Context: an optimization exercise on an open-source flow, tuned for small area. The choices shown serve that exercise and are no tape-out recipe. In this exercise RTL edits were held to simulation tests only and were not proved equivalent to the original. The clock input has no modelled driver; a real chip could not lean on it and would need a root buffer or a full tree. No activity file was given, so power comes from the tool's default toggle rates.

Design cordic, start of the top module:
module cordic(
    input signed [29:0] i_angle,
    input i_clk,
    input i_rst,
    input i_start,
    output signed [29:0] o_sin,
    output signed [29:0] o_cos,
    output o_done
);
Size: ~960 cells after synthesis, about 120 flip-flops, roughly 94 I/O pins.
clock: 11.0 ns
lec_check: 0
abc_area: 1
cap_margin: 20
core_margin: 2
core_utilization: 55
slew_margin: 20
standard.sh (not shown) runs the stock make flow with config.mk's settings and CLKGATE_MAP_FILE= SYNTH_SCRIPT=/design/flow/synth_recipe.tcl, a recipe that flattens the netlist after the stock synthesis.
==> flow/flow/run.sh <==
#!/bin/bash
# The standard layout with three changes:
#  - synthesis is the standard flow's own script (synth_recipe.tcl), except that the final ABC
#    mapping uses flow/area.abc, a deeper logic optimisation (&deepsyn) and an area-only standard-cell mapping (amap); every
#    step before it, and so every register, is the standard synthesis's;
#  - the port buffers use the smallest buffer cell;
#  - the clock tree is one clkbuf_8 driving six clkbuf_16 cells, each driving
#    a cluster of flip-flops, built by flow/mtree.tcl in place of TritonCTS.
set -euo pipefail
here=$(pwd)
cat > "$here/own_synth.tcl" <<EOT
proc abc {args} {
  set i [lsearch -exact \$args -script]
  if { \$i >= 0 } { lset args [expr {\$i + 1}] $here/flow/area.abc }
  yosys abc {*}\$args
}
source $here/synth_recipe.tcl
EOT
bash standard.sh "SYNTH_SCRIPT=$here/own_synth.tcl" \
  "BUFFER_PORTS_ARGS=-buffer_cell sky130_fd_sc_hd__buf_1" \
  "PRE_CTS_TCL=$here/flow/mtree.tcl" finish > standard.log 2>&1
Other scripts of this flow, unchanged in this note and not shown: flow/flow/area.abc, flow/flow/mtree.tcl
The starting point finished with timing, DRC and antenna clean.
Change:
--- a/flow/config.mk
+++ b/flow/config.mk
@@ -9,4 +9,5 @@
 export CAP_MARGIN = 20
 export CORE_MARGIN = 2
-export CORE_UTILIZATION = 55
+export CORE_UTILIZATION = 40
+export CTS_BUF_LIST = sky130_fd_sc_hd__clkbuf_8
 export SLEW_MARGIN = 20
The new run passed the timing, design-rule and antenna checks.
Hold slack improves by 21 ps.
Maximum frequency increases by 1.1%.
Global-route usage goes down by 8.4 points.
Design area increases by 0.96%.
Register-to-register slack improves by 120 ps.
Area after synthesis does not change.
Utilization decreases by 17 points.
Power is about the same.
Sequential cell count is unchanged.
Synthesized cell count stays the same.
Via count drops by 3.3%.
No run of this note takes its clock network from TritonCTS; it comes from the design's own scripts or RTL.


Another version of the RTL of cordic (not shown whole).
Size: about 1,000 cells after synthesis, about 120 flip-flops, roughly 94 I/O pins, ~0.0082 mm^2 of cells after synthesis.
export LEC_CHECK = 0
export ABC_AREA = 1
export CAP_MARGIN = 20
export CORE_MARGIN = 2
export CORE_UTILIZATION = 40
export CTS_BUF_LIST = sky130_fd_sc_hd__clkbuf_8
export CTS_CLUSTER_DIAMETER = 100
export CTS_CLUSTER_SIZE = 30
export SLEW_MARGIN = 20
create_clock -name core_clock -period 11.0 [get_ports {i_clk}]
==> flow/flow/run.sh <==
#!/bin/bash
# The standard layout with two changes:
#  - synthesis is the standard flow's own script (synth_recipe.tcl), except that the final ABC
#    mapping uses flow/area.abc, an area-only standard-cell mapping (amap); every
#    step before it, and so every register, is the standard synthesis's;
#  - the port buffers use the smallest buffer cell.
set -euo pipefail
here=$(pwd)
cat > "$here/own_synth.tcl" <<EOT
proc abc {args} {
  set i [lsearch -exact \$args -script]
  if { \$i >= 0 } { lset args [expr {\$i + 1}] $here/flow/area.abc }
  yosys abc {*}\$args
}
source $here/synth_recipe.tcl
EOT
bash standard.sh "SYNTH_SCRIPT=$here/own_synth.tcl" \
  "BUFFER_PORTS_ARGS=-buffer_cell sky130_fd_sc_hd__buf_1" finish > standard.log 2>&1
==> flow/flow/area.abc <==
strash
dch -f
amap
Rerun with:
CTS_CLUSTER_DIAMETER = default   (was 100)
CTS_CLUSTER_SIZE = default   (was 30)
Die area is unchanged.
Core utilization stays the same.
Power stays the same.
Design area does not change.
Rerun with:
CTS_BUF_LIST = sky130_fd_sc_hd__clkbuf_4 sky130_fd_sc_hd__clkbuf_8   (was sky130_fd_sc_hd__clkbuf_8)
=> Sequential share of layout area does not change; power stays the same; die area stays the same; synthesized area is unchanged.

[static timing again, ports no longer ideal]
The flow's constraints put no driver on any port. The routed layouts listed below were extracted and timed again, unchanged, in two steps.
Step 1 assumes that a clkbuf_16 drives the clock port and a buf_2 every other input.
Step 2, shift: input delay + t, output delay - t, t = (earliest + latest rising clock arrival at the registers) / 2. This alone moves slack from input paths to output paths.
Three values: ideal, step 1, step 2; two values: the first two.
run	t (ns)	slack for setup (ns)	slew at the worst register clock pin (ns)
the first run of note 1	0.463	0.494 / 0.494 / 0.494	0.11 / 0.11
the second run of note 1	0.460	0.609 / 0.609 / 0.609	0.12 / 0.12
the first run of note 2	0.498	0.492 / 0.492 / 0.492	0.08 / 0.08
the second run of note 2	0.498	0.492 / 0.492 / 0.492	0.08 / 0.08
the third run of note 2	0.498	0.492 / 0.492 / 0.492	0.08 / 0.08
After both steps setup and hold are still met in every run listed.
